This is an optimization exercise on Yosys and OpenROAD, whose aim is a short achievable clock period and few clock cycles, not a production implementation.
RTL that was checked went through simulation tests only; none was proved equivalent to the original.
Function not checked in run 2: the RTL went through the layout flow alone.

==> flow/design.v (outline; a module is shown in full before it is edited, if it fits) <==
// module hb_core: 702 lines
// module hb_div: 97 lines
// module hb_multree: 1261 lines
// module hb_csr: 126 lines
// module e203_exu_decode: 811 lines
// module hb_regfile: 22 lines
// module e203_tcm_cpu: 39 lines
module e203_tcm_cpu (
  input                          clk,
  input                          rst_n,
  output                         itcm_ram_cs,
  output                         itcm_ram_we,
  output [(16-3)-1:0] itcm_ram_addr,
  output [8-1:0] itcm_ram_wem,
  output [64-1:0] itcm_ram_din,
  input  [64-1:0] itcm_ram_dout,
  output                         dtcm_ram_cs,
  output                         dtcm_ram_we,
  output [(16-2)-1:0] dtcm_ram_addr,
  output [4-1:0] dtcm_ram_wem,
  output [32-1:0] dtcm_ram_din,
  input  [32-1:0] dtcm_ram_dout
);
  // ...
==> flow/run.sh <==
#!/bin/bash
# synth_recipe.tcl (not shown) runs the flow's synth.tcl, then flattens the netlist and writes it again
# the make line also repeats each setting of config.mk as NAME=value (left out here)
make -C /OpenROAD-flow-scripts/flow DESIGN_CONFIG=/design/flow/config.mk WORK_HOME=/design/flow/orfs CLKGATE_MAP_FILE= SYNTH_SCRIPT=/design/flow/synth_recipe.tcl finish
==> flow/config.mk <==
export PLATFORM = sky130hd
export DESIGN_NAME = e203_tcm_cpu
export DESIGN_NICKNAME = e203_tcm_cpu
export VERILOG_FILES = /design/flow/design.v
export SDC_FILE = /design/flow/constraint.sdc
export NUM_CORES = 8
export LEC_CHECK = 0
export ABC_CLOCK_PERIOD_IN_PS = 4000
export CAP_MARGIN = 20
export CORE_MARGIN = 2
export CORE_UTILIZATION = 22
export GPL_ROUTABILITY_DRIVEN = 1
export PLACE_DENSITY = 0.4
export SLEW_MARGIN = 20
==> flow/constraint.sdc <==
create_clock -name core_clock -period 22.0 [get_ports {clk}]
set_input_delay 4.4000 -clock core_clock [delete_from_list [all_inputs] [get_ports {clk}]]
set_output_delay 4.4000 -clock core_clock [all_outputs]
set_load 0.01 [all_outputs]
==> results.yml, run 1 <==
detailed_routing:
  wl_met2_mm: 489
  wl_met3_mm: 101
  dr.pass1.iters: 8
cells_and_area:
  fin_cells: 31981
  num-nonclk-inverters: 947
  fillers: 97798
  largest_reg_flops: 992
  design_area_sq_um: 240000
  clkCellAreaFrac: 0.0574
  seqCellArea_sq_um: 95700
  largest_cell_class: "multi-input combinational cells"
global_route:
  grt_use_total: 0.232
timing:
  timing.final.crit_period_ns: 12.59
  relSlewSlack: 0.0587
  slew_violations: 0
synth:
  synth_seq_cells: 3342
  synth.top_cell.area_share: 0.396
  syn_area_sq_um: 205000
  synth_edf_count: 2708
worst_setup_path:
  cp-start-kind: "register"
  crit_buf_inv: 8
  path_max_fanout: 73
  crit_required_ns: 22.83
  crit_type: "reg -> reg"
  critical_path_arrival_ns: 13.43
die:
  dieArea_sq_um: 941000
  die_h_microns: 970
run_status:
  outcome: "no timing/DRC/antenna violations"
hold_path:
  hold_path_end: "u_core.w_la[2]$_DFF_P_"
placement:
  port_buffers: 236
Testbench counts, summed over its fixed seeds: cycles 290,520.
==> module hb_div, before the edit <==
module hb_div (
  input         clk,
  input         rst_n,
  input         start,       
  input  [31:0] a,
  input  [31:0] b,
  input         sgn,
  output        done,        
  output [31:0] q,
  output [31:0] r
);
  localparam S_IDLE = 2'd0, S_NORM = 2'd1, S_ITER = 2'd2, S_FIX = 2'd3;
  reg [1:0]  st;
  reg [31:0] ua, ub;
  reg        qneg, rneg;
  reg [32:0] R;
  reg [31:0] A, Q;
  reg [5:0]  cnt;
  reg        c_v;
  reg [31:0] c_a, c_b, c_q, c_r;
  reg        c_sgn;
  reg [31:0] o_a, o_b;
  reg        o_sgn;
  wire a_neg = sgn & a[31];
  wire b_neg = sgn & b[31];
  wire hit   = c_v & (c_a == a) & (c_b == b) & (c_sgn == sgn);
  wire bz    = (b == 32'b0);
  wire idle_done = (st == S_IDLE) & start & (hit | bz);
  function [5:0] clz32(input [31:0] x);
    integer k;
    reg found;
    begin
      clz32 = 6'd32;
      found = 1'b0;
      for (k = 31; k >= 0; k = k - 1) begin
        if (!found && x[k]) begin clz32 = 6'd31 - k[5:0]; found = 1'b1; end
      end
    end
  endfunction
  wire [5:0] za = clz32(ua);
  wire [5:0] zb = clz32(ub);
  wire [6:0] kq = {1'b0, zb} - {1'b0, za} + 7'd1;    
  wire       kpos = ~kq[6] & (kq != 7'd0);
  wire [63:0] lsh = {ua, 32'b0} >> kq[5:0];    
  wire [32:0] R2  = {R[31:0], A[31]};
  wire [33:0] sub = {1'b0, R2} - {2'b0, ub};
  wire        ge  = ~sub[33];
  wire [31:0] qf = qneg ? (32'b0 - Q) : Q;
  wire [31:0] rf = rneg ? (32'b0 - R[31:0]) : R[31:0];
  assign done = idle_done | (st == S_FIX);
  assign q = (st == S_FIX) ? qf : (hit ? c_q : 32'hFFFF_FFFF);
  assign r = (st == S_FIX) ? rf : (hit ? c_r : a);
  always @(posedge clk or negedge rst_n) begin
    if (!rst_n) begin
      st <= S_IDLE;
      c_v <= 1'b0;
    end else begin
      case (st)
        S_IDLE: if (start & ~hit & ~bz) st <= S_NORM;
        S_NORM: st <= kpos ? S_ITER : S_FIX;
        S_ITER: if (cnt == 6'd1) st <= S_FIX;
        S_FIX:  begin st <= S_IDLE; c_v <= 1'b1; end
      endcase
    end
  end
  always @(posedge clk) begin
    case (st)
      S_IDLE: begin
        ua <= a_neg ? (32'b0 - a) : a;
        ub <= b_neg ? (32'b0 - b) : b;
        qneg <= a_neg ^ b_neg;
        rneg <= a_neg;
        o_a <= a; o_b <= b; o_sgn <= sgn;
      end
      S_NORM: begin
        Q <= 32'b0;
        if (kpos) begin
          R <= {1'b0, lsh[63:32]};
          A <= lsh[31:0];
          cnt <= kq[5:0];
        end else begin
          R <= {1'b0, ua};
        end
      end
      S_ITER: begin
        R <= ge ? sub[32:0] : R2;
        A <= {A[30:0], 1'b0};
        Q <= {Q[30:0], ge};
        cnt <= cnt - 6'd1;
      end
      S_FIX: begin
        c_q <= qf; c_r <= rf;
        c_a <= o_a; c_b <= o_b; c_sgn <= o_sgn;
      end
    endcase
  end
endmodule
==> module hb_regfile, before the edit <==
module hb_regfile (
  input         clk,
  input  [4:0]  ra1,
  input  [4:0]  ra2,
  output [31:0] rd1,
  output [31:0] rd2,
  input         we,
  input  [4:0]  wa,
  input  [31:0] wd
);
  reg [31:0] rf [1:31];
  genvar i;
  generate
    for (i = 1; i < 32; i = i + 1) begin : g_r
      always @(posedge clk) begin
        if (we && (wa == i)) rf[i] <= wd;
      end
    end
  endgenerate
  assign rd1 = (ra1 == 5'd0) ? 32'b0 : rf[ra1];
  assign rd2 = (ra2 == 5'd0) ? 32'b0 : rf[ra2];
endmodule
==> inputs of run 2 (changes only) <==
--- a/flow/design.v
+++ b/flow/design.v
@@ -15,5 +15,5 @@
   input      [31:0] dc_dout
 );
-  localparam NB = 16;
+  localparam NB = 8;
   wire        flush;           
   wire [14:0] flush_pc;        
@@ -53,5 +53,5 @@
   reg  [14:0] bt_tgt  [0:NB-1];
   reg  [1:0]  bt_ctr  [0:NB-1];
-  reg  [3:0]  bt_vic;
+  reg  [2:0]  bt_vic;
   wire [NB-1:0] pn_hitv;
   genvar gi;
@@ -138,13 +138,7 @@
   end
   wire [1:0]  cur = fq_cur[0];
-  reg  [15:0] hw0, hw1h;
-  always @* begin
-    case (cur)
-      2'd0: begin hw0 = fq_dat[0][15:0];  hw1h = fq_dat[0][31:16]; end
-      2'd1: begin hw0 = fq_dat[0][31:16]; hw1h = fq_dat[0][47:32]; end
-      2'd2: begin hw0 = fq_dat[0][47:32]; hw1h = fq_dat[0][63:48]; end
-      default: begin hw0 = fq_dat[0][63:48]; hw1h = fq_dat[1][15:0]; end
-    endcase
-  end
+  reg  [31:0] ir;
+  wire [15:0] hw0  = ir[15:0];
+  wire [15:0] hw1h = ir[31:16];
   wire        d_is32    = (hw0[1:0] == 2'b11) & (hw0[4:2] != 3'b111);
   wire        d_strad   = d_is32 & (cur == 2'd3);
@@ -270,10 +264,10 @@
   wire        d_wr     = dec_rdwen & ~d_ilg;
   wire [31:0] rf_rd1, rf_rd2;
-  wire        rf_we;
-  wire [4:0]  rf_wa;
-  wire [31:0] rf_wd;
+  wire        rf_wea, rf_web;
+  wire [4:0]  rf_waa, rf_wab;
+  wire [31:0] rf_wda, rf_wdb;
   hb_regfile u_rf (
     .clk(clk), .ra1(dec_rs1idx), .ra2(dec_rs2idx), .rd1(rf_rd1), .rd2(rf_rd2),
-    .we(rf_we), .wa(rf_wa), .wd(rf_wd)
+    .wea(rf_wea), .waa(rf_waa), .wda(rf_wda), .web(rf_web), .wab(rf_wab), .wdb(rf_wdb)
   );
   reg         e_v;
@@ -305,5 +299,5 @@
   reg  [2:0]  m_la;
   reg  [1:0]  m_size;
-  reg  [63:0] m_ms, m_mc;
+  reg  [63:0] m_r0, m_r1, m_r2, m_r3;
   reg         w_v, w_wr, w_ld, w_ldi, w_usign;
   reg  [4:0]  w_rd;
@@ -311,21 +305,37 @@
   reg  [2:0]  w_la;
   reg  [1:0]  w_size;
-  reg         x_wr;
+  reg         x_ldv;
   reg  [4:0]  x_rd;
-  reg  [31:0] x_res;
+  reg  [11:0] x_b0s;       
+  reg  [5:0]  x_b1s;       
+  reg  [3:0]  x_hws;       
+  reg  [1:0]  x_ext;       
+  reg         x_b1v;       
+  reg  [63:0] xr_ic;
+  reg  [31:0] xr_dc;
+  wire [31:0] x_ldval;
   wire rs1u = dec_rs1en;
   wire rs2u = dec_rs2en;
   wire e1 = rs1u & e_v & e_wr & (e_rd == dec_rs1idx);
   wire m1 = rs1u & m_v & m_wr & (m_rd == dec_rs1idx);
-  wire w1 = rs1u & w_v & w_wr & (w_rd == dec_rs1idx);
+  wire w1 = rs1u & w_v & w_wr & w_ld & (w_rd == dec_rs1idx);
   wire e2 = rs2u & e_v & e_wr & (e_rd == dec_rs2idx);
   wire m2 = rs2u & m_v & m_wr & (m_rd == dec_rs2idx);
-  wire w2 = rs2u & w_v & w_wr & (w_rd == dec_rs2idx);
+  wire w2 = rs2u & w_v & w_wr & w_ld & (w_rd == dec_rs2idx);
   wire e_slow = (e_agu & eg_load) | e_mul;
-  wire d_stall = ((e1 | e2) & e_slow) | ((m1 & ~e1 | m2 & ~e2) & m_ld);
+  wire [4:0] cf0 = d_inst[19:15], cf1 = d_inst[24:20];
+  wire [4:0] cf2 = d_inst[11:7], cf3 = d_inst[6:2], cf4 = {2'b01, d_inst[9:7]}, cf5 = {2'b01, d_inst[4:2]};
+  function hz_any(input [4:0] r, input is32, input [4:0] f0, input [4:0] f1, input [4:0] f2, input [4:0] f3, input [4:0] f4, input [4:0] f5);
+    hz_any = (r != 5'd0) & (is32 ? ((r == f0) | (r == f1))
+                                  : ((r == f2) | (r == f3) | (r == f4) | (r == f5) | (r == 5'd2)));
+  endfunction
+  wire d_hz_e = e_v & e_wr & hz_any(e_rd, d_is32, cf0, cf1, cf2, cf3, cf4, cf5);
+  wire d_hz_m = m_v & m_wr & hz_any(m_rd, d_is32, cf0, cf1, cf2, cf3, cf4, cf5);
+  wire d_stall = (d_hz_e & e_slow) | (d_hz_m & m_ld);
   wire [2:0] d_fs1 = e1 ? 3'b001 : m1 ? 3'b010 : w1 ? 3'b100 : 3'b000;
   wire [2:0] d_fs2 = e2 ? 3'b001 : m2 ? 3'b010 : w2 ? 3'b100 : 3'b000;
-  wire d_go = d_present & (d_bad | ~d_stall) & ~e_hold & ~flush;
-  wire       d_cons = d_go & ~d_bad;
+  wire d_gnf = d_present & (d_bad | ~d_stall) & ~e_hold;    
+  wire d_go  = d_gnf & ~flush;
+  wire       d_cons = d_gnf & ~d_bad;
   wire       pop1   = d_cons & (d_endlast | d_strad);
   wire       pop2   = d_cons & d_strad & d_last1z;
@@ -376,4 +386,14 @@
     end
   end
+  reg [31:0] ir_nxt;
+  always @* begin
+    case (nq_cur[0])
+      2'd0: ir_nxt = nq_dat[0][31:0];
+      2'd1: ir_nxt = nq_dat[0][47:16];
+      2'd2: ir_nxt = nq_dat[0][63:32];
+      default: ir_nxt = {nq_dat[1][15:0], nq_dat[0][63:48]};
+    endcase
+  end
+  always @(posedge clk) ir <= ir_nxt;
   always @(posedge clk or negedge rst_n) begin
     if (!rst_n) begin
@@ -405,5 +425,5 @@
       e_fs1 <= 3'b000;
       e_fs2 <= 3'b000;
-    end else if (d_go) begin
+    end else begin
       e_pc <= d_pc;
       e_inst <= d_inst;
@@ -441,6 +461,8 @@
     end
   end
-  assign op1 = e_fs1[0] ? m_res : e_fs1[1] ? w_res : e_fs1[2] ? x_res : e_rf1;
-  assign op2 = e_fs2[0] ? m_res : e_fs2[1] ? w_res : e_fs2[2] ? x_res : e_rf2;
+  wire e_fr1 = ~(|e_fs1);
+  wire e_fr2 = ~(|e_fs2);
+  assign op1 = ({32{e_fs1[0]}} & m_res) | ({32{e_fs1[1]}} & w_res) | ({32{e_fs1[2]}} & x_ldval) | ({32{e_fr1}} & e_rf1);
+  assign op2 = ({32{e_fs2[0]}} & m_res) | ({32{e_fs2[1]}} & w_res) | ({32{e_fs2[2]}} & x_ldval) | ({32{e_fr2}} & e_rf2);
   wire [31:0] e_pcfull = {16'h8000, e_pc, 1'b0};
   wire [31:0] e_link   = {16'h8000, e_seq, 1'b0};
@@ -483,5 +505,7 @@
   wire [31:0] ag_a = op1 + (g_ofst0 ? 32'b0 : e_imm);
   wire        ag_mis = ((eg_size == 2'b01) & ag_a[0]) | ((eg_size == 2'b10) & (ag_a[1:0] != 2'b00));
-  wire        ag_dtcm = ag_a[28];
+  wire [12:0] ag_lo  = {1'b0, op1[11:0]} + {1'b0, (g_ofst0 ? 12'b0 : e_imm[11:0])};
+  wire        ag_s   = ~g_ofst0 & e_imm[31];
+  wire        ag_dtcm = op1[28] ^ ((~ag_s & ag_lo[12] & (&op1[27:12])) | (ag_s & ~ag_lo[12] & ~(|op1[27:12])));
   wire        ag_any = eg_load | eg_store | eg_amo;
   reg  [3:0]  st_wem;
@@ -497,20 +521,22 @@
   reg         rsv_v;
   reg  [31:0] rsv_a;
-  wire        sc_ok = rsv_v & (ag_a == rsv_a);
+  wire        sc_ok = rsv_v & (op1 == rsv_a);      
   localparam A_IDLE = 2'd0, A_RD = 2'd1, A_DAT = 2'd2, A_WR = 2'd3;
   reg  [1:0]  amo_st;
-  reg  [31:0] amo_old;
-  wire        amo_go = e_v & e_agu & eg_amo & ~ag_mis;
-  wire [32:0] amo_dif = {~eg_amoop[1] & ~eg_amoop[0] & amo_old[31], amo_old} - {~eg_amoop[1] & ~eg_amoop[0] & op2[31], op2};
+  reg  [2:0]  amo_sel;     
+  wire [31:0] amo_old = ({32{amo_sel[0]}} & xr_ic[31:0]) | ({32{amo_sel[1]}} & xr_ic[63:32]) | ({32{amo_sel[2]}} & xr_dc);
+  wire        amo_mis = ((eg_size == 2'b01) & op1[0]) | ((eg_size == 2'b10) & (op1[1:0] != 2'b00));
+  wire        amo_go = e_v & e_agu & eg_amo & ~amo_mis;
+  wire [31:0] amo_b   = e_rf2;
+  wire [32:0] amo_dif = {~eg_amoop[1] & ~eg_amoop[0] & amo_old[31], amo_old} - {~eg_amoop[1] & ~eg_amoop[0] & amo_b[31], amo_b};
   wire        amo_ge  = ~amo_dif[32];
   wire [31:0] amo_new =
-        ({32{eg_amoop[8]}} & op2)
-      | ({32{eg_amoop[7]}} & (amo_old + op2))
-      | ({32{eg_amoop[6]}} & (amo_old & op2))
-      | ({32{eg_amoop[5]}} & (amo_old | op2))
-      | ({32{eg_amoop[4]}} & (amo_old ^ op2))
-      | ({32{eg_amoop[3] | eg_amoop[1]}} & (amo_ge ? amo_old : op2))
-      | ({32{eg_amoop[2] | eg_amoop[0]}} & (amo_ge ? op2 : amo_old));
-  wire [31:0] amo_rdw = ~ag_dtcm ? (ag_a[2] ? ic_dout[63:32] : ic_dout[31:0]) : dc_dout;
+        ({32{eg_amoop[8]}} & amo_b)
+      | ({32{eg_amoop[7]}} & (amo_old + amo_b))
+      | ({32{eg_amoop[6]}} & (amo_old & amo_b))
+      | ({32{eg_amoop[5]}} & (amo_old | amo_b))
+      | ({32{eg_amoop[4]}} & (amo_old ^ amo_b))
+      | ({32{eg_amoop[3] | eg_amoop[1]}} & (amo_ge ? amo_old : amo_b))
+      | ({32{eg_amoop[2] | eg_amoop[0]}} & (amo_ge ? amo_b : amo_old));
   wire        dv_done;
   wire [31:0] dv_q, dv_r;
@@ -519,7 +545,8 @@
     .done(dv_done), .q(dv_q), .r(dv_r)
   );
-  wire [63:0] mt_s, mt_c;
+  wire [63:0] mt_r0, mt_r1, mt_r2, mt_r3;
   hb_multree u_mt (
-    .a({em_asg & op1[31], op1}), .b({em_bsg & op2[31], op2}), .rs(mt_s), .rc(mt_c)
+    .a({em_asg & op1[31], op1}), .b({em_bsg & op2[31], op2}),
+    .r0(mt_r0), .r1(mt_r1), .r2(mt_r2), .r3(mt_r3)
   );
   wire t_ilg  = e_ilg;
@@ -533,5 +560,5 @@
                      : t_ebrk ? e_pcfull
                      : t_mis ? ag_a : 32'b0;
-  wire e_busy = ~e_refetch & ~e_trap & ((e_div & ~dv_done) | (e_agu & eg_amo & (amo_st != A_WR)));
+  wire e_busy = ~e_refetch & ((e_div & ~dv_done) | (e_agu & eg_amo & ~amo_mis & (amo_st != A_WR)));
   assign e_hold = e_v & e_busy;
   wire e_done = e_v & ~e_busy;
@@ -586,5 +613,5 @@
   always @(posedge clk) begin
     if (ld_iss & eg_excl) rsv_a <= ag_a;
-    if (amo_st == A_DAT) amo_old <= amo_rdw;
+    amo_sel <= {ag_dtcm, ~ag_dtcm & ag_a[2], ~ag_dtcm & ~ag_a[2]};
   end
   generate
@@ -617,7 +644,7 @@
     if (!rst_n) begin
       for (bi = 0; bi < NB; bi = bi + 1) bt_v[bi] <= 1'b0;
-      bt_vic <= 4'd0;
+      bt_vic <= 3'd0;
     end else begin
-      if (bu_set & ~bu_hit) bt_vic <= bt_vic + 4'd1;
+      if (bu_set & ~bu_hit) bt_vic <= bt_vic + 3'd1;
       for (bi = 0; bi < NB; bi = bi + 1) begin
         if (bu_inv & bu_hitv[bi]) bt_v[bi] <= 1'b0;
@@ -660,8 +687,14 @@
     m_mul  <= e_mul;
     m_mulhi<= ~em_lo;
-    m_ms   <= mt_s;
-    m_mc   <= mt_c;
-  end
-  wire [63:0] m_prod = m_ms + m_mc;
+    m_r0   <= mt_r0;
+    m_r1   <= mt_r1;
+    m_r2   <= mt_r2;
+    m_r3   <= mt_r3;
+  end
+  wire [63:0] m_s1 = m_r0 ^ m_r1 ^ m_r2;
+  wire [63:0] m_c1 = {(m_r0[62:0] & m_r1[62:0]) | (m_r0[62:0] & m_r2[62:0]) | (m_r1[62:0] & m_r2[62:0]), 1'b0};
+  wire [63:0] m_s2 = m_s1 ^ m_c1 ^ m_r3;
+  wire [63:0] m_c2 = {(m_s1[62:0] & m_c1[62:0]) | (m_s1[62:0] & m_r3[62:0]) | (m_c1[62:0] & m_r3[62:0]), 1'b0};
+  wire [63:0] m_prod = m_s2 + m_c2;
   always @(posedge clk or negedge rst_n) begin
     if (!rst_n) w_v <= 1'b0;
@@ -678,26 +711,56 @@
     w_usign<= m_usign;
   end
-  wire [31:0] ld_word = w_ldi ? (w_la[2] ? ic_dout[63:32] : ic_dout[31:0]) : dc_dout;
-  wire [31:0] ld_sh   = ld_word >> {w_la[1:0], 3'b000};
-  reg  [31:0] ld_val;
-  always @* begin
-    case (w_size)
-      2'b00: ld_val = {{24{~w_usign & ld_sh[7]}}, ld_sh[7:0]};
-      2'b01: ld_val = {{16{~w_usign & ld_sh[15]}}, ld_sh[15:0]};
-      2'b10: ld_val = ld_sh;
-      default: ld_val = 32'b0;
-    endcase
-  end
-  assign rf_wd = w_ld ? ld_val : w_res;
-  assign rf_we = w_v & w_wr;
-  assign rf_wa = w_rd;
+  assign rf_wea = w_v & w_wr & ~w_ld;
+  assign rf_waa = w_rd;
+  assign rf_wda = w_res;
   always @(posedge clk or negedge rst_n) begin
-    if (!rst_n) x_wr <= 1'b0;
-    else        x_wr <= w_v & w_wr;
+    if (!rst_n) x_ldv <= 1'b0;
+    else        x_ldv <= w_v & w_wr & w_ld;
   end
+  wire [3:0] w_off = {w_ldi & w_la[2], w_la[1:0]} ;      
+  wire       w_sb = (w_size == 2'b00), w_sh = (w_size == 2'b01), w_sw = (w_size == 2'b10);
+  wire [11:0] w_b0s;
+  wire [5:0]  w_b1s;
+  genvar li;
+  generate
+    for (li = 0; li < 8; li = li + 1) begin : g_b0i
+      assign w_b0s[li] = w_ldi & (w_size != 2'b11) & ({w_la[2], w_la[1:0]} == li);
+    end
+    for (li = 0; li < 4; li = li + 1) begin : g_b0d
+      assign w_b0s[8 + li] = ~w_ldi & (w_size != 2'b11) & (w_la[1:0] == li);
+    end
+    for (li = 0; li < 4; li = li + 1) begin : g_b1i
+      assign w_b1s[li] = w_ldi & (w_sh | w_sw) & ({w_la[2], w_la[1:0]} == 2 * li);
+    end
+    for (li = 0; li < 2; li = li + 1) begin : g_b1d
+      assign w_b1s[4 + li] = ~w_ldi & (w_sh | w_sw) & (w_la[1:0] == 2 * li);
+    end
+  endgenerate
   always @(posedge clk) begin
-    x_rd  <= w_rd;
-    x_res <= rf_wd;
+    x_rd    <= w_rd;
+    x_b0s   <= w_b0s;
+    x_b1s   <= w_b1s;
+    x_hws   <= {w_sw, ~w_ldi & w_sw, w_ldi & w_sw & w_la[2], w_ldi & w_sw & ~w_la[2]};
+    x_ext   <= {w_sh & ~w_usign, w_sb & ~w_usign};
+    xr_ic   <= ic_dout;
+    xr_dc   <= dc_dout;
   end
+  reg [7:0] ldb0, ldb1;
+  integer lk;
+  always @* begin
+    ldb0 = 8'b0;
+    for (lk = 0; lk < 8; lk = lk + 1) ldb0 = ldb0 | ({8{x_b0s[lk]}} & xr_ic[8*lk +: 8]);
+    for (lk = 0; lk < 4; lk = lk + 1) ldb0 = ldb0 | ({8{x_b0s[8 + lk]}} & xr_dc[8*lk +: 8]);
+    ldb1 = 8'b0;
+    for (lk = 0; lk < 4; lk = lk + 1) ldb1 = ldb1 | ({8{x_b1s[lk]}} & xr_ic[16*lk + 8 +: 8]);
+    for (lk = 0; lk < 2; lk = lk + 1) ldb1 = ldb1 | ({8{x_b1s[4 + lk]}} & xr_dc[16*lk + 8 +: 8]);
+  end
+  wire [15:0] ldhw = ({16{x_hws[0]}} & xr_ic[31:16]) | ({16{x_hws[1]}} & xr_ic[63:48]) | ({16{x_hws[2]}} & xr_dc[31:16]);
+  wire        lsgn = (x_ext[0] & ldb0[7]) | (x_ext[1] & ldb1[7]);
+  assign x_ldval = {x_hws[3] ? ldhw : {16{lsgn}}, (|x_b1s) ? ldb1 : {8{lsgn}}, ldb0};
+  wire [31:0] ld_val = x_ldval;
+  assign rf_web = x_ldv;
+  assign rf_wab = x_rd;
+  assign rf_wdb = ld_val;
 endmodule
 module hb_div (
@@ -728,5 +791,6 @@
   wire hit   = c_v & (c_a == a) & (c_b == b) & (c_sgn == sgn);
   wire bz    = (b == 32'b0);
-  wire idle_done = (st == S_IDLE) & start & (hit | bz);
+  reg  hit_r, bz_r;
+  wire quick = (st == S_NORM) & (hit_r | bz_r);
   function [5:0] clz32(input [31:0] x);
     integer k;
@@ -750,7 +814,7 @@
   wire [31:0] qf = qneg ? (32'b0 - Q) : Q;
   wire [31:0] rf = rneg ? (32'b0 - R[31:0]) : R[31:0];
-  assign done = idle_done | (st == S_FIX);
-  assign q = (st == S_FIX) ? qf : (hit ? c_q : 32'hFFFF_FFFF);
-  assign r = (st == S_FIX) ? rf : (hit ? c_r : a);
+  assign done = quick | (st == S_FIX);
+  assign q = (st == S_FIX) ? qf : (hit_r ? c_q : 32'hFFFF_FFFF);
+  assign r = (st == S_FIX) ? rf : (hit_r ? c_r : o_a);
   always @(posedge clk or negedge rst_n) begin
     if (!rst_n) begin
@@ -759,6 +823,6 @@
     end else begin
       case (st)
-        S_IDLE: if (start & ~hit & ~bz) st <= S_NORM;
-        S_NORM: st <= kpos ? S_ITER : S_FIX;
+        S_IDLE: if (start) st <= S_NORM;
+        S_NORM: st <= (hit_r | bz_r) ? S_IDLE : kpos ? S_ITER : S_FIX;
         S_ITER: if (cnt == 6'd1) st <= S_FIX;
         S_FIX:  begin st <= S_IDLE; c_v <= 1'b1; end
@@ -774,4 +838,5 @@
         rneg <= a_neg;
         o_a <= a; o_b <= b; o_sgn <= sgn;
+        hit_r <= hit; bz_r <= bz;
       end
       S_NORM: begin
@@ -801,6 +866,8 @@
   input  [32:0] a,
   input  [32:0] b,
-  output [63:0] rs,
-  output [63:0] rc
+  output [63:0] r0,
+  output [63:0] r1,
+  output [63:0] r2,
+  output [63:0] r3
 );
   wire [33:0] bx = {b[32], b};
@@ -1688,374 +1755,260 @@
   wire t811 = x14[32] ^ x15[30];
   wire t812 = x14[32] & x15[30];
-  wire t813 = x0[4] ^ x1[2];
-  wire t814 = x0[4] & x1[2];
-  wire t815 = x0[5] ^ x1[3];
-  wire t816 = x0[5] & x1[3];
-  wire t817 = t601 ^ x2[2] ^ x3[0];
-  wire t818 = (t601 & x2[2]) | (t601 & x3[0]) | (x2[2] & x3[0]);
-  wire t819 = t603 ^ x2[3] ^ x3[1];
-  wire t820 = (t603 & x2[3]) | (t603 & x3[1]) | (x2[3] & x3[1]);
-  wire t821 = t605 ^ t607 ^ neg4;
-  wire t822 = (t605 & t607) | (t605 & neg4) | (t607 & neg4);
-  wire t823 = t609 ^ t611 ^ t606;
-  wire t824 = (t609 & t611) | (t609 & t606) | (t611 & t606);
-  wire t825 = t613 ^ t615 ^ t610;
-  wire t826 = (t613 & t615) | (t613 & t610) | (t615 & t610);
-  wire t827 = t617 ^ t619 ^ t614;
-  wire t828 = (t617 & t619) | (t617 & t614) | (t619 & t614);
-  wire t829 = t621 ^ t623 ^ t618;
-  wire t830 = (t621 & t623) | (t621 & t618) | (t623 & t618);
-  wire t831 = t625 ^ t627 ^ t622;
-  wire t832 = (t625 & t627) | (t625 & t622) | (t627 & t622);
-  wire t833 = t629 ^ t631 ^ t626;
-  wire t834 = (t629 & t631) | (t629 & t626) | (t631 & t626);
-  wire t835 = t633 ^ t635 ^ t630;
-  wire t836 = (t633 & t635) | (t633 & t630) | (t635 & t630);
-  wire t837 = t637 ^ t639 ^ t634;
-  wire t838 = (t637 & t639) | (t637 & t634) | (t639 & t634);
-  wire t839 = t641 ^ t643 ^ t638;
-  wire t840 = (t641 & t643) | (t641 & t638) | (t643 & t638);
-  wire t841 = t645 ^ t647 ^ t642;
-  wire t842 = (t645 & t647) | (t645 & t642) | (t647 & t642);
-  wire t843 = t649 ^ t651 ^ t646;
-  wire t844 = (t649 & t651) | (t649 & t646) | (t651 & t646);
-  wire t845 = t653 ^ t655 ^ t650;
-  wire t846 = (t653 & t655) | (t653 & t650) | (t655 & t650);
-  wire t847 = t657 ^ t659 ^ t654;
-  wire t848 = (t657 & t659) | (t657 & t654) | (t659 & t654);
-  wire t849 = t661 ^ t663 ^ t658;
-  wire t850 = (t661 & t663) | (t661 & t658) | (t663 & t658);
-  wire t851 = t665 ^ t667 ^ t662;
-  wire t852 = (t665 & t667) | (t665 & t662) | (t667 & t662);
-  wire t853 = t669 ^ t671 ^ t666;
-  wire t854 = (t669 & t671) | (t669 & t666) | (t671 & t666);
-  wire t855 = t673 ^ t675 ^ t670;
-  wire t856 = (t673 & t675) | (t673 & t670) | (t675 & t670);
-  wire t857 = t677 ^ t679 ^ t674;
-  wire t858 = (t677 & t679) | (t677 & t674) | (t679 & t674);
-  wire t859 = t681 ^ t683 ^ t678;
-  wire t860 = (t681 & t683) | (t681 & t678) | (t683 & t678);
-  wire t861 = t685 ^ t687 ^ t682;
-  wire t862 = (t685 & t687) | (t685 & t682) | (t687 & t682);
-  wire t863 = t689 ^ t691 ^ t686;
-  wire t864 = (t689 & t691) | (t689 & t686) | (t691 & t686);
-  wire t865 = t693 ^ t695 ^ t690;
-  wire t866 = (t693 & t695) | (t693 & t690) | (t695 & t690);
-  wire t867 = t697 ^ t699 ^ t694;
-  wire t868 = (t697 & t699) | (t697 & t694) | (t699 & t694);
-  wire t869 = t701 ^ t703 ^ t698;
-  wire t870 = (t701 & t703) | (t701 & t698) | (t703 & t698);
-  wire t871 = t705 ^ t707 ^ t702;
-  wire t872 = (t705 & t707) | (t705 & t702) | (t707 & t702);
-  wire t873 = t709 ^ t711 ^ t706;
-  wire t874 = (t709 & t711) | (t709 & t706) | (t711 & t706);
-  wire t875 = t713 ^ t715 ^ t710;
-  wire t876 = (t713 & t715) | (t713 & t710) | (t715 & t710);
-  wire t877 = t717 ^ t719 ^ t714;
-  wire t878 = (t717 & t719) | (t717 & t714) | (t719 & t714);
-  wire t879 = t721 ^ t723 ^ t718;
-  wire t880 = (t721 & t723) | (t721 & t718) | (t723 & t718);
-  wire t881 = t725 ^ t727 ^ t722;
-  wire t882 = (t725 & t727) | (t725 & t722) | (t727 & t722);
-  wire t883 = t729 ^ t731 ^ t726;
-  wire t884 = (t729 & t731) | (t729 & t726) | (t731 & t726);
-  wire t885 = t733 ^ t735 ^ t730;
-  wire t886 = (t733 & t735) | (t733 & t730) | (t735 & t730);
-  wire t887 = t737 ^ t739 ^ t734;
-  wire t888 = (t737 & t739) | (t737 & t734) | (t739 & t734);
-  wire t889 = t741 ^ t743 ^ t738;
-  wire t890 = (t741 & t743) | (t741 & t738) | (t743 & t738);
-  wire t891 = t745 ^ t747 ^ t742;
-  wire t892 = (t745 & t747) | (t745 & t742) | (t747 & t742);
-  wire t893 = t749 ^ t751 ^ t746;
-  wire t894 = (t749 & t751) | (t749 & t746) | (t751 & t746);
-  wire t895 = t753 ^ t755 ^ t750;
-  wire t896 = (t753 & t755) | (t753 & t750) | (t755 & t750);
-  wire t897 = t757 ^ t759 ^ t754;
-  wire t898 = (t757 & t759) | (t757 & t754) | (t759 & t754);
-  wire t899 = t761 ^ t763 ^ t758;
-  wire t900 = (t761 & t763) | (t761 & t758) | (t763 & t758);
-  wire t901 = t765 ^ t767 ^ t762;
-  wire t902 = (t765 & t767) | (t765 & t762) | (t767 & t762);
-  wire t903 = t769 ^ t771 ^ t766;
-  wire t904 = (t769 & t771) | (t769 & t766) | (t771 & t766);
-  wire t905 = t773 ^ t775 ^ t770;
-  wire t906 = (t773 & t775) | (t773 & t770) | (t775 & t770);
-  wire t907 = t777 ^ t779 ^ t774;
-  wire t908 = (t777 & t779) | (t777 & t774) | (t779 & t774);
-  wire t909 = t781 ^ t783 ^ t778;
-  wire t910 = (t781 & t783) | (t781 & t778) | (t783 & t778);
-  wire t911 = t785 ^ t787 ^ t782;
-  wire t912 = (t785 & t787) | (t785 & t782) | (t787 & t782);
-  wire t913 = t789 ^ t791 ^ t786;
-  wire t914 = (t789 & t791) | (t789 & t786) | (t791 & t786);
-  wire t915 = t793 ^ t795 ^ t790;
-  wire t916 = (t793 & t795) | (t793 & t790) | (t795 & t790);
-  wire t917 = t797 ^ t799 ^ t794;
-  wire t918 = (t797 & t799) | (t797 & t794) | (t799 & t794);
-  wire t919 = t801 ^ t803 ^ t798;
-  wire t920 = (t801 & t803) | (t801 & t798) | (t803 & t798);
-  wire t921 = t805 ^ t807 ^ t802;
-  wire t922 = (t805 & t807) | (t805 & t802) | (t807 & t802);
-  wire t923 = t809 ^ x16[27] ^ t806;
-  wire t924 = (t809 & x16[27]) | (t809 & t806) | (x16[27] & t806);
-  wire t925 = t811 ^ x16[28] ^ 1'b1;
-  wire t926 = (t811 & x16[28]) | (t811 & 1'b1) | (x16[28] & 1'b1);
-  wire t927 = ~x14[33] ^ x15[31] ^ x16[29];
-  wire t928 = (~x14[33] & x15[31]) | (~x14[33] & x16[29]) | (x15[31] & x16[29]);
-  wire t929 = x15[32] ^ x16[30];
-  wire t930 = x15[32] & x16[30];
-  wire t931 = x0[2] ^ x1[0];
-  wire t932 = x0[2] & x1[0];
-  wire t933 = x0[3] ^ x1[1];
-  wire t934 = x0[3] & x1[1];
-  wire t935 = t813 ^ x2[0] ^ neg2;
-  wire t936 = (t813 & x2[0]) | (t813 & neg2) | (x2[0] & neg2);
-  wire t937 = t815 ^ x2[1] ^ t814;
-  wire t938 = (t815 & x2[1]) | (t815 & t814) | (x2[1] & t814);
-  wire t939 = t817 ^ neg3 ^ t816;
-  wire t940 = (t817 & neg3) | (t817 & t816) | (neg3 & t816);
-  wire t941 = t819 ^ t602 ^ t818;
-  wire t942 = (t819 & t602) | (t819 & t818) | (t602 & t818);
-  wire t943 = t821 ^ t604 ^ t820;
-  wire t944 = (t821 & t604) | (t821 & t820) | (t604 & t820);
-  wire t945 = t823 ^ t608 ^ t822;
-  wire t946 = (t823 & t608) | (t823 & t822) | (t608 & t822);
-  wire t947 = t825 ^ t612 ^ t824;
-  wire t948 = (t825 & t612) | (t825 & t824) | (t612 & t824);
-  wire t949 = t827 ^ t616 ^ t826;
-  wire t950 = (t827 & t616) | (t827 & t826) | (t616 & t826);
-  wire t951 = t829 ^ t620 ^ t828;
-  wire t952 = (t829 & t620) | (t829 & t828) | (t620 & t828);
-  wire t953 = t831 ^ t624 ^ t830;
-  wire t954 = (t831 & t624) | (t831 & t830) | (t624 & t830);
-  wire t955 = t833 ^ t628 ^ t832;
-  wire t956 = (t833 & t628) | (t833 & t832) | (t628 & t832);
-  wire t957 = t835 ^ t632 ^ t834;
-  wire t958 = (t835 & t632) | (t835 & t834) | (t632 & t834);
-  wire t959 = t837 ^ t636 ^ t836;
-  wire t960 = (t837 & t636) | (t837 & t836) | (t636 & t836);
-  wire t961 = t839 ^ t640 ^ t838;
-  wire t962 = (t839 & t640) | (t839 & t838) | (t640 & t838);
-  wire t963 = t841 ^ t644 ^ t840;
-  wire t964 = (t841 & t644) | (t841 & t840) | (t644 & t840);
-  wire t965 = t843 ^ t648 ^ t842;
-  wire t966 = (t843 & t648) | (t843 & t842) | (t648 & t842);
-  wire t967 = t845 ^ t652 ^ t844;
-  wire t968 = (t845 & t652) | (t845 & t844) | (t652 & t844);
-  wire t969 = t847 ^ t656 ^ t846;
-  wire t970 = (t847 & t656) | (t847 & t846) | (t656 & t846);
-  wire t971 = t849 ^ t660 ^ t848;
-  wire t972 = (t849 & t660) | (t849 & t848) | (t660 & t848);
-  wire t973 = t851 ^ t664 ^ t850;
-  wire t974 = (t851 & t664) | (t851 & t850) | (t664 & t850);
-  wire t975 = t853 ^ t668 ^ t852;
-  wire t976 = (t853 & t668) | (t853 & t852) | (t668 & t852);
-  wire t977 = t855 ^ t672 ^ t854;
-  wire t978 = (t855 & t672) | (t855 & t854) | (t672 & t854);
-  wire t979 = t857 ^ t676 ^ t856;
-  wire t980 = (t857 & t676) | (t857 & t856) | (t676 & t856);
-  wire t981 = t859 ^ t680 ^ t858;
-  wire t982 = (t859 & t680) | (t859 & t858) | (t680 & t858);
-  wire t983 = t861 ^ t684 ^ t860;
-  wire t984 = (t861 & t684) | (t861 & t860) | (t684 & t860);
-  wire t985 = t863 ^ t688 ^ t862;
-  wire t986 = (t863 & t688) | (t863 & t862) | (t688 & t862);
-  wire t987 = t865 ^ t692 ^ t864;
-  wire t988 = (t865 & t692) | (t865 & t864) | (t692 & t864);
-  wire t989 = t867 ^ t696 ^ t866;
-  wire t990 = (t867 & t696) | (t867 & t866) | (t696 & t866);
-  wire t991 = t869 ^ t700 ^ t868;
-  wire t992 = (t869 & t700) | (t869 & t868) | (t700 & t868);
-  wire t993 = t871 ^ t704 ^ t870;
-  wire t994 = (t871 & t704) | (t871 & t870) | (t704 & t870);
-  wire t995 = t873 ^ t708 ^ t872;
-  wire t996 = (t873 & t708) | (t873 & t872) | (t708 & t872);
-  wire t997 = t875 ^ t712 ^ t874;
-  wire t998 = (t875 & t712) | (t875 & t874) | (t712 & t874);
-  wire t999 = t877 ^ t716 ^ t876;
-  wire t1000 = (t877 & t716) | (t877 & t876) | (t716 & t876);
-  wire t1001 = t879 ^ t720 ^ t878;
-  wire t1002 = (t879 & t720) | (t879 & t878) | (t720 & t878);
-  wire t1003 = t881 ^ t724 ^ t880;
-  wire t1004 = (t881 & t724) | (t881 & t880) | (t724 & t880);
-  wire t1005 = t883 ^ t728 ^ t882;
-  wire t1006 = (t883 & t728) | (t883 & t882) | (t728 & t882);
-  wire t1007 = t885 ^ t732 ^ t884;
-  wire t1008 = (t885 & t732) | (t885 & t884) | (t732 & t884);
-  wire t1009 = t887 ^ t736 ^ t886;
-  wire t1010 = (t887 & t736) | (t887 & t886) | (t736 & t886);
-  wire t1011 = t889 ^ t740 ^ t888;
-  wire t1012 = (t889 & t740) | (t889 & t888) | (t740 & t888);
-  wire t1013 = t891 ^ t744 ^ t890;
-  wire t1014 = (t891 & t744) | (t891 & t890) | (t744 & t890);
-  wire t1015 = t893 ^ t748 ^ t892;
-  wire t1016 = (t893 & t748) | (t893 & t892) | (t748 & t892);
-  wire t1017 = t895 ^ t752 ^ t894;
-  wire t1018 = (t895 & t752) | (t895 & t894) | (t752 & t894);
-  wire t1019 = t897 ^ t756 ^ t896;
-  wire t1020 = (t897 & t756) | (t897 & t896) | (t756 & t896);
-  wire t1021 = t899 ^ t760 ^ t898;
-  wire t1022 = (t899 & t760) | (t899 & t898) | (t760 & t898);
-  wire t1023 = t901 ^ t764 ^ t900;
-  wire t1024 = (t901 & t764) | (t901 & t900) | (t764 & t900);
-  wire t1025 = t903 ^ t768 ^ t902;
-  wire t1026 = (t903 & t768) | (t903 & t902) | (t768 & t902);
-  wire t1027 = t905 ^ t772 ^ t904;
-  wire t1028 = (t905 & t772) | (t905 & t904) | (t772 & t904);
-  wire t1029 = t907 ^ t776 ^ t906;
-  wire t1030 = (t907 & t776) | (t907 & t906) | (t776 & t906);
-  wire t1031 = t909 ^ t780 ^ t908;
-  wire t1032 = (t909 & t780) | (t909 & t908) | (t780 & t908);
-  wire t1033 = t911 ^ t784 ^ t910;
-  wire t1034 = (t911 & t784) | (t911 & t910) | (t784 & t910);
-  wire t1035 = t913 ^ t788 ^ t912;
-  wire t1036 = (t913 & t788) | (t913 & t912) | (t788 & t912);
-  wire t1037 = t915 ^ t792 ^ t914;
-  wire t1038 = (t915 & t792) | (t915 & t914) | (t792 & t914);
-  wire t1039 = t917 ^ t796 ^ t916;
-  wire t1040 = (t917 & t796) | (t917 & t916) | (t796 & t916);
-  wire t1041 = t919 ^ t800 ^ t918;
-  wire t1042 = (t919 & t800) | (t919 & t918) | (t800 & t918);
-  wire t1043 = t921 ^ t804 ^ t920;
-  wire t1044 = (t921 & t804) | (t921 & t920) | (t804 & t920);
-  wire t1045 = t923 ^ t808 ^ t922;
-  wire t1046 = (t923 & t808) | (t923 & t922) | (t808 & t922);
-  wire t1047 = t925 ^ t810 ^ t924;
-  wire t1048 = (t925 & t810) | (t925 & t924) | (t810 & t924);
-  wire t1049 = t927 ^ t812 ^ t926;
-  wire t1050 = (t927 & t812) | (t927 & t926) | (t812 & t926);
-  wire t1051 = t929 ^ 1'b1 ^ t928;
-  wire t1052 = (t929 & 1'b1) | (t929 & t928) | (1'b1 & t928);
-  wire t1053 = ~x15[33] ^ x16[31] ^ t930;
-  wire t1054 = (~x15[33] & x16[31]) | (~x15[33] & t930) | (x16[31] & t930);
-  assign rs[0] = x0[0];
-  assign rc[0] = neg0;
-  assign rs[1] = x0[1];
-  assign rc[1] = 1'b0;
-  assign rs[2] = t931;
-  assign rc[2] = neg1;
-  assign rs[3] = t933;
-  assign rc[3] = t932;
-  assign rs[4] = t935;
-  assign rc[4] = t934;
-  assign rs[5] = t937;
-  assign rc[5] = t936;
-  assign rs[6] = t939;
-  assign rc[6] = t938;
-  assign rs[7] = t941;
-  assign rc[7] = t940;
-  assign rs[8] = t943;
-  assign rc[8] = t942;
-  assign rs[9] = t945;
-  assign rc[9] = t944;
-  assign rs[10] = t947;
-  assign rc[10] = t946;
-  assign rs[11] = t949;
-  assign rc[11] = t948;
-  assign rs[12] = t951;
-  assign rc[12] = t950;
-  assign rs[13] = t953;
-  assign rc[13] = t952;
-  assign rs[14] = t955;
-  assign rc[14] = t954;
-  assign rs[15] = t957;
-  assign rc[15] = t956;
-  assign rs[16] = t959;
-  assign rc[16] = t958;
-  assign rs[17] = t961;
-  assign rc[17] = t960;
-  assign rs[18] = t963;
-  assign rc[18] = t962;
-  assign rs[19] = t965;
-  assign rc[19] = t964;
-  assign rs[20] = t967;
-  assign rc[20] = t966;
-  assign rs[21] = t969;
-  assign rc[21] = t968;
-  assign rs[22] = t971;
-  assign rc[22] = t970;
-  assign rs[23] = t973;
-  assign rc[23] = t972;
-  assign rs[24] = t975;
-  assign rc[24] = t974;
-  assign rs[25] = t977;
-  assign rc[25] = t976;
-  assign rs[26] = t979;
-  assign rc[26] = t978;
-  assign rs[27] = t981;
-  assign rc[27] = t980;
-  assign rs[28] = t983;
-  assign rc[28] = t982;
-  assign rs[29] = t985;
-  assign rc[29] = t984;
-  assign rs[30] = t987;
-  assign rc[30] = t986;
-  assign rs[31] = t989;
-  assign rc[31] = t988;
-  assign rs[32] = t991;
-  assign rc[32] = t990;
-  assign rs[33] = t993;
-  assign rc[33] = t992;
-  assign rs[34] = t995;
-  assign rc[34] = t994;
-  assign rs[35] = t997;
-  assign rc[35] = t996;
-  assign rs[36] = t999;
-  assign rc[36] = t998;
-  assign rs[37] = t1001;
-  assign rc[37] = t1000;
-  assign rs[38] = t1003;
-  assign rc[38] = t1002;
-  assign rs[39] = t1005;
-  assign rc[39] = t1004;
-  assign rs[40] = t1007;
-  assign rc[40] = t1006;
-  assign rs[41] = t1009;
-  assign rc[41] = t1008;
-  assign rs[42] = t1011;
-  assign rc[42] = t1010;
-  assign rs[43] = t1013;
-  assign rc[43] = t1012;
-  assign rs[44] = t1015;
-  assign rc[44] = t1014;
-  assign rs[45] = t1017;
-  assign rc[45] = t1016;
-  assign rs[46] = t1019;
-  assign rc[46] = t1018;
-  assign rs[47] = t1021;
-  assign rc[47] = t1020;
-  assign rs[48] = t1023;
-  assign rc[48] = t1022;
-  assign rs[49] = t1025;
-  assign rc[49] = t1024;
-  assign rs[50] = t1027;
-  assign rc[50] = t1026;
-  assign rs[51] = t1029;
-  assign rc[51] = t1028;
-  assign rs[52] = t1031;
-  assign rc[52] = t1030;
-  assign rs[53] = t1033;
-  assign rc[53] = t1032;
-  assign rs[54] = t1035;
-  assign rc[54] = t1034;
-  assign rs[55] = t1037;
-  assign rc[55] = t1036;
-  assign rs[56] = t1039;
-  assign rc[56] = t1038;
-  assign rs[57] = t1041;
-  assign rc[57] = t1040;
-  assign rs[58] = t1043;
-  assign rc[58] = t1042;
-  assign rs[59] = t1045;
-  assign rc[59] = t1044;
-  assign rs[60] = t1047;
-  assign rc[60] = t1046;
-  assign rs[61] = t1049;
-  assign rc[61] = t1048;
-  assign rs[62] = t1051;
-  assign rc[62] = t1050;
-  assign rs[63] = t1053;
-  assign rc[63] = t1052;
+  assign r0[0] = x0[0];
+  assign r1[0] = neg0;
+  assign r2[0] = 1'b0;
+  assign r3[0] = 1'b0;
+  assign r0[1] = x0[1];
+  assign r1[1] = 1'b0;
+  assign r2[1] = 1'b0;
+  assign r3[1] = 1'b0;
+  assign r0[2] = x0[2];
+  assign r1[2] = x1[0];
+  assign r2[2] = neg1;
+  assign r3[2] = 1'b0;
+  assign r0[3] = x0[3];
+  assign r1[3] = x1[1];
+  assign r2[3] = 1'b0;
+  assign r3[3] = 1'b0;
+  assign r0[4] = x0[4];
+  assign r1[4] = x1[2];
+  assign r2[4] = x2[0];
+  assign r3[4] = neg2;
+  assign r0[5] = x0[5];
+  assign r1[5] = x1[3];
+  assign r2[5] = x2[1];
+  assign r3[5] = 1'b0;
+  assign r0[6] = t601;
+  assign r1[6] = x2[2];
+  assign r2[6] = x3[0];
+  assign r3[6] = neg3;
+  assign r0[7] = t603;
+  assign r1[7] = x2[3];
+  assign r2[7] = x3[1];
+  assign r3[7] = t602;
+  assign r0[8] = t605;
+  assign r1[8] = t607;
+  assign r2[8] = neg4;
+  assign r3[8] = t604;
+  assign r0[9] = t609;
+  assign r1[9] = t611;
+  assign r2[9] = t606;
+  assign r3[9] = t608;
+  assign r0[10] = t613;
+  assign r1[10] = t615;
+  assign r2[10] = t610;
+  assign r3[10] = t612;
+  assign r0[11] = t617;
+  assign r1[11] = t619;
+  assign r2[11] = t614;
+  assign r3[11] = t616;
+  assign r0[12] = t621;
+  assign r1[12] = t623;
+  assign r2[12] = t618;
+  assign r3[12] = t620;
+  assign r0[13] = t625;
+  assign r1[13] = t627;
+  assign r2[13] = t622;
+  assign r3[13] = t624;
+  assign r0[14] = t629;
+  assign r1[14] = t631;
+  assign r2[14] = t626;
+  assign r3[14] = t628;
+  assign r0[15] = t633;
+  assign r1[15] = t635;
+  assign r2[15] = t630;
+  assign r3[15] = t632;
+  assign r0[16] = t637;
+  assign r1[16] = t639;
+  assign r2[16] = t634;
+  assign r3[16] = t636;
+  assign r0[17] = t641;
+  assign r1[17] = t643;
+  assign r2[17] = t638;
+  assign r3[17] = t640;
+  assign r0[18] = t645;
+  assign r1[18] = t647;
+  assign r2[18] = t642;
+  assign r3[18] = t644;
+  assign r0[19] = t649;
+  assign r1[19] = t651;
+  assign r2[19] = t646;
+  assign r3[19] = t648;
+  assign r0[20] = t653;
+  assign r1[20] = t655;
+  assign r2[20] = t650;
+  assign r3[20] = t652;
+  assign r0[21] = t657;
+  assign r1[21] = t659;
+  assign r2[21] = t654;
+  assign r3[21] = t656;
+  assign r0[22] = t661;
+  assign r1[22] = t663;
+  assign r2[22] = t658;
+  assign r3[22] = t660;
+  assign r0[23] = t665;
+  assign r1[23] = t667;
+  assign r2[23] = t662;
+  assign r3[23] = t664;
+  assign r0[24] = t669;
+  assign r1[24] = t671;
+  assign r2[24] = t666;
+  assign r3[24] = t668;
+  assign r0[25] = t673;
+  assign r1[25] = t675;
+  assign r2[25] = t670;
+  assign r3[25] = t672;
+  assign r0[26] = t677;
+  assign r1[26] = t679;
+  assign r2[26] = t674;
+  assign r3[26] = t676;
+  assign r0[27] = t681;
+  assign r1[27] = t683;
+  assign r2[27] = t678;
+  assign r3[27] = t680;
+  assign r0[28] = t685;
+  assign r1[28] = t687;
+  assign r2[28] = t682;
+  assign r3[28] = t684;
+  assign r0[29] = t689;
+  assign r1[29] = t691;
+  assign r2[29] = t686;
+  assign r3[29] = t688;
+  assign r0[30] = t693;
+  assign r1[30] = t695;
+  assign r2[30] = t690;
+  assign r3[30] = t692;
+  assign r0[31] = t697;
+  assign r1[31] = t699;
+  assign r2[31] = t694;
+  assign r3[31] = t696;
+  assign r0[32] = t701;
+  assign r1[32] = t703;
+  assign r2[32] = t698;
+  assign r3[32] = t700;
+  assign r0[33] = t705;
+  assign r1[33] = t707;
+  assign r2[33] = t702;
+  assign r3[33] = t704;
+  assign r0[34] = t709;
+  assign r1[34] = t711;
+  assign r2[34] = t706;
+  assign r3[34] = t708;
+  assign r0[35] = t713;
+  assign r1[35] = t715;
+  assign r2[35] = t710;
+  assign r3[35] = t712;
+  assign r0[36] = t717;
+  assign r1[36] = t719;
+  assign r2[36] = t714;
+  assign r3[36] = t716;
+  assign r0[37] = t721;
+  assign r1[37] = t723;
+  assign r2[37] = t718;
+  assign r3[37] = t720;
+  assign r0[38] = t725;
+  assign r1[38] = t727;
+  assign r2[38] = t722;
+  assign r3[38] = t724;
+  assign r0[39] = t729;
+  assign r1[39] = t731;
+  assign r2[39] = t726;
+  assign r3[39] = t728;
+  assign r0[40] = t733;
+  assign r1[40] = t735;
+  assign r2[40] = t730;
+  assign r3[40] = t732;
+  assign r0[41] = t737;
+  assign r1[41] = t739;
+  assign r2[41] = t734;
+  assign r3[41] = t736;
+  assign r0[42] = t741;
+  assign r1[42] = t743;
+  assign r2[42] = t738;
+  assign r3[42] = t740;
+  assign r0[43] = t745;
+  assign r1[43] = t747;
+  assign r2[43] = t742;
+  assign r3[43] = t744;
+  assign r0[44] = t749;
+  assign r1[44] = t751;
+  assign r2[44] = t746;
+  assign r3[44] = t748;
+  assign r0[45] = t753;
+  assign r1[45] = t755;
+  assign r2[45] = t750;
+  assign r3[45] = t752;
+  assign r0[46] = t757;
+  assign r1[46] = t759;
+  assign r2[46] = t754;
+  assign r3[46] = t756;
+  assign r0[47] = t761;
+  assign r1[47] = t763;
+  assign r2[47] = t758;
+  assign r3[47] = t760;
+  assign r0[48] = t765;
+  assign r1[48] = t767;
+  assign r2[48] = t762;
+  assign r3[48] = t764;
+  assign r0[49] = t769;
+  assign r1[49] = t771;
+  assign r2[49] = t766;
+  assign r3[49] = t768;
+  assign r0[50] = t773;
+  assign r1[50] = t775;
+  assign r2[50] = t770;
+  assign r3[50] = t772;
+  assign r0[51] = t777;
+  assign r1[51] = t779;
+  assign r2[51] = t774;
+  assign r3[51] = t776;
+  assign r0[52] = t781;
+  assign r1[52] = t783;
+  assign r2[52] = t778;
+  assign r3[52] = t780;
+  assign r0[53] = t785;
+  assign r1[53] = t787;
+  assign r2[53] = t782;
+  assign r3[53] = t784;
+  assign r0[54] = t789;
+  assign r1[54] = t791;
+  assign r2[54] = t786;
+  assign r3[54] = t788;
+  assign r0[55] = t793;
+  assign r1[55] = t795;
+  assign r2[55] = t790;
+  assign r3[55] = t792;
+  assign r0[56] = t797;
+  assign r1[56] = t799;
+  assign r2[56] = t794;
+  assign r3[56] = t796;
+  assign r0[57] = t801;
+  assign r1[57] = t803;
+  assign r2[57] = t798;
+  assign r3[57] = t800;
+  assign r0[58] = t805;
+  assign r1[58] = t807;
+  assign r2[58] = t802;
+  assign r3[58] = t804;
+  assign r0[59] = t809;
+  assign r1[59] = x16[27];
+  assign r2[59] = t806;
+  assign r3[59] = t808;
+  assign r0[60] = t811;
+  assign r1[60] = x16[28];
+  assign r2[60] = 1'b1;
+  assign r3[60] = t810;
+  assign r0[61] = ~x14[33];
+  assign r1[61] = x15[31];
+  assign r2[61] = x16[29];
+  assign r3[61] = t812;
+  assign r0[62] = x15[32];
+  assign r1[62] = x16[30];
+  assign r2[62] = 1'b1;
+  assign r3[62] = 1'b0;
+  assign r0[63] = ~x15[33];
+  assign r1[63] = x16[31];
+  assign r2[63] = 1'b0;
+  assign r3[63] = 1'b0;
 endmodule
 module hb_csr (
@@ -3002,7 +2955,10 @@
   output [31:0] rd1,
   output [31:0] rd2,
-  input         we,
-  input  [4:0]  wa,
-  input  [31:0] wd
+  input         wea,
+  input  [4:0]  waa,
+  input  [31:0] wda,
+  input         web,
+  input  [4:0]  wab,
+  input  [31:0] wdb
 );
   reg [31:0] rf [1:31];
@@ -3011,10 +2967,13 @@
     for (i = 1; i < 32; i = i + 1) begin : g_r
       always @(posedge clk) begin
-        if (we && (wa == i)) rf[i] <= wd;
+        if (wea && (waa == i))      rf[i] <= wda;
+        else if (web && (wab == i)) rf[i] <= wdb;
       end
     end
   endgenerate
-  assign rd1 = (ra1 == 5'd0) ? 32'b0 : rf[ra1];
-  assign rd2 = (ra2 == 5'd0) ? 32'b0 : rf[ra2];
+  wire [31:0] r1 = (ra1 == 5'd0) ? 32'b0 : rf[ra1];
+  wire [31:0] r2 = (ra2 == 5'd0) ? 32'b0 : rf[ra2];
+  assign rd1 = (ra1 != 5'd0 && wea && waa == ra1) ? wda : (ra1 != 5'd0 && web && wab == ra1) ? wdb : r1;
+  assign rd2 = (ra2 != 5'd0 && wea && waa == ra2) ? wda : (ra2 != 5'd0 && web && wab == ra2) ? wdb : r2;
 endmodule
 module e203_tcm_cpu (
==> flow/flow/run.sh (new file) <==
#!/bin/bash
set -euo pipefail
MARGIN=16
bash ./standard.sh SETUP_SLACK_MARGIN=$MARGIN finish > standard_make.log 2>&1
==> flow/standard.sh (new file) <==
#!/bin/bash
# synth_recipe.tcl (not shown) runs the flow's synth.tcl, then flattens the netlist and writes it again
# the make line also repeats each setting of config.mk as NAME=value (left out here)
make -C /OpenROAD-flow-scripts/flow DESIGN_CONFIG=/design/flow/config.mk WORK_HOME=/design/flow/orfs CLKGATE_MAP_FILE= SYNTH_SCRIPT=/design/flow/synth_recipe.tcl "${@:-finish}"
--- a/flow/config.mk
+++ b/flow/config.mk
@@ -6,5 +6,4 @@
 export NUM_CORES = 8
 export LEC_CHECK = 0
-export ABC_CLOCK_PERIOD_IN_PS = 4000
 export CAP_MARGIN = 20
 export CORE_MARGIN = 2
removed: flow/run.sh
==> results.yml, run 2 <==
run_status:
  outcome: "no timing/DRC/antenna violations"
synth:
  synth_cells: 21677
  syn_area_sq_um: 205000
  synth_edf_count: 2276
  avgSynthCellArea_sq_um: 9.47
  netlist_top_cells_area: "edfxtp_1, dfxtp_1, nand2_1"
  synth_top_area_cell: "edfxtp_1"
  synth_seq_area_share: 0.440
  synthFlopType: "edfxtp_1"
  post-synth-top-count-cell: "nand2_1"
  synthArstFlopShare: 0.101
  yosysWarnings: 57
  synth_nets: 22773
  synth.top_cell.area_share: 0.333
  yosysUniqueCellTypes: 112
  synth_seq_cells: 3291
  synth_top_cells_by_count: "nand2_1, edfxtp_1, nor2_1"
flow_run:
  drv_cap: 0
die:
  die_h_microns: 970
  fp.dieW_microns: 970
  dieArea_sq_um: 941000
  rows: 354
  coreArea_sq_um: 930000
  io_pins: 237
  start_util: 0.221
detailed_routing:
  ant_nets: 0
  drtIter0Drc: 31880
  vias_per_cell: 5.63
  vias: 195270
  wl_per_cell_microns: 35.7
  dr.pass1.iters: 13
  wl_mm: 1240
  drc: 0
timing:
  slew_violations: 0
  timing.final.crit_period_ns: 6.68
  setup_violations: 0
  timing.hold.ws_ns: 0.330
  rsz0062_at_grt: "true"
  fin_ws_ns: 15.33
  relSlewSlack: 0.116
  hold_violations: 0
  worstMarginPinSlew_ns: 1.33
  clock_skew_ns: 0.151
  fmax_ghz: 0.150
  period_share: 0.303
  tns_ns: 0
worst_setup_path:
  crit_required_ns: 22.94
  end_kind: "register"
  r2r_end: "u_core.fq_tgt[2][4]$_DFFE_PP_"
  cp-start-kind: "register"
  critical_path_arrival_ns: 7.62
  r2r_setup_slack_ns: 15.33
  r2r_cells: 25
  crit_type: "reg -> reg"
  path_max_fanout: 16
  r2r-start: "u_core.x_hws[2]$_DFF_P_"
cells_and_area:
  nets: 23105
  fillers: 97330
  final_cell_mix: "nand2_1, edfxtp_1, a21oi_1, nor2_1"
  reg_top3: "u_core.u_rf.rf: 992 flops, u_core.fq_dat: 256 flops, u_core.bt_tgt: 120 flops"
  largest_reg_flops: 992
  drive_above_1_share: 0.178
  area_growth_pct: 25.5
  design_area_sq_um: 258000
  top_register: "u_core.u_rf.rf"
  layout_commonest_cell: "nand2_1"
global_route:
  grtUsageMet2: 0.364
  antenna_found_initial: 139
  grt_pass1_wl_mm: 1640
  use_met3: 0.0676
  grt.overflow.total: 0
  grt_max_degree: 96
  grt-busiest-layer: "met2"
  met1_usage: 0.334
  grt_pass1_vias: 182132
  grt_use_total: 0.249
clock_tree:
  ctsHoldBuffers: 0
  insertion_delay_ns: 1.12
  cts-htree-levels: 5
  cts_tree: "built"
  root_buffer: "clkbuf_16"
  clock_tree.buffer_depth: 4
  clk_pin_slew_ns: 0.07
  cts_buffers: 410
  cts_num_sinks: 3291
placement:
  place_area_sq_um: 225000
  pre_cts_slack_ns: 12.18
  place.gp.congestion: 0.973
  port_buffers: 236
  hpwl_mm: 780
hold_path:
  hp-start: "u_core.m_ldi$_DFF_P_"
  hold_path_end: "u_core.w_ldi$_DFF_P_"
  hp-class: "reg -> reg"
  whs_path_depth: 0
## run 2: changes by cell type after synthesis, sizes merged, moves of 158 or more
| cell | change |
|---|---|
| dfxtp | +389 |
| clkbuf | +508 |
| o21ai | +583 |
| a21oi | +456 |
| inv | -181 |
| edfxtp | -432 |
| nor2 | +521 |
| mux2i | -279 |
| nand2 | +1226 |
| mux2 | -158 |
## run 2: through the flow
| step | std cells | utilization |
|---|---|---|
| floorplan | 21677 | - |
| global placement | 33115 | 0.241 |
| detailed placement | 33125 | 0.242 |
| CTS | 34467 | 0.270 |
| global route | 34656 | 0.277 |
| finish | 34712 | 0.277 |
## run 2: final cells by class
class                   count  area, sq um  area share
repair inverters            2         25.0   0.0000972
inverters                 768         3030      0.0118
clock buffers             527        11200      0.0433
repair buffers           1750        19800      0.0769
diodes                     67          168    0.000651
well taps               12282        15400      0.0597
flip-flops and latches   3291        90400       0.351
multi-input cells       15786       115000       0.446
clock inverters           239         2720      0.0105
## run 2: repair_timing
| item | 4_1_cts | 5_1_grt |
|---|---|---|
| endpoints found under the hold margin | 0 | 0 |
| setup buffers | 390 | 132 |
| pin swaps | 264 | 225 |
| gates cloned | 186 | 38 |
| setup endpoints to repair | 2160 | 1590 |
| resized for setup | 1951 | 984 |
## run 2: kinds of logic (layout without fill, tap and decap cells)
logic type,Yosys count,after routing,synth area share
other,1,68,0.0000183
buffers and inverters,2660,3286,0.0498
adders and majority gates,998,998,0.0781
and+or+nand+nor,6198,6255,0.132
muxes,576,576,0.0305
AOI/OAI and AO/OA,6473,6476,0.206
DFF,3291,3291,0.440
xor gates and xnor gates,1480,1480,0.0633
## run 2: how the worst max path moves through the flow
stage	depth (start not counted)	from	end	slack [ns]
5_1_grt	33	u_core.x_b0s[7]$_DFF_P_	u_core.fq_dat[3][3]$_DFFE_PP_	15.37
3_3_place_gp	22	u_core.x_b1s[4]$_DFF_P_	u_core.fq_dat[1][56]$_DFFE_PP_	12.27
3_5_place_dp	22	u_core.x_b1s[4]$_DFF_P_	u_core.fq_dat[1][29]$_DFFE_PP_	12.18
4_1_cts	26	u_core.x_b0s[8]$_DFF_P_	u_core.fq_dat[2][63]$_DFFE_PP_	15.58
6_report	25	u_core.x_hws[2]$_DFF_P_	u_core.fq_tgt[2][4]$_DFFE_PP_	15.33
2_1_floorplan	27	u_core.x_b0s[10]$_DFF_P_	u_core.fq_blk[2][0]$_DFFE_PP_	15.74
## run 2: routing by layer
layer,vias up,part of all wire
li1,80042,-
met1,98220,0.41
met2,13779,0.42
met3,3171,0.11
met4,58,0.068
met5,-,0.00032
## run 2: worst max-delay path: stages (launching register included)
cell and delay [ns]:
dfxtp_2 0.47, a22oi_1 0.24, nand3_1 0.55, and2_1 0.44, a21boi_2 0.14, buf_4 0.29, ha_1 0.30, a21o_1 0.18
a21oi_2 0.16, o21ai_1 0.09, nand2_1 0.08, o211ai_1 0.12, a31oi_4 0.30, nand3b_1 0.29, mux2_4 0.44, or4b_4 0.59
a41oi_4 0.19, buf_12 0.16, nor2_4 0.06, buf_12 0.14, or3_4 0.44, buf_12 0.17, buf_12 0.16, buf_12 0.14
clkbuf_16 0.16, a31oi_1 0.20

## afterwards: timing with drivers on the ports
The flow's constraints put no driver on any port. The routed layouts listed below were extracted and timed again, unchanged, in two steps.
Step 1 sets driving cells, clkbuf_16 on the clock port and buf_2 on the other inputs (assumed; they add their load-dependent delay and slew).
Step 2 also shifts input and output timing later by t, the mid clock arrival at the registers, as if the neighbouring blocks saw the same clock.
a / b / c = ideal ports / drivers / drivers and shift; a / b = the first two.
| run | t, ns | setup slack, ns | worst setup path after step 2 |
|---|---|---|---|
| run 1 | 1.121 | 9.407 / 9.407 / 9.407 | register to register |
| run 2 | 1.191 | 15.325 / 15.325 / 15.325 | register to register |
After both steps every run listed still meets setup and hold.
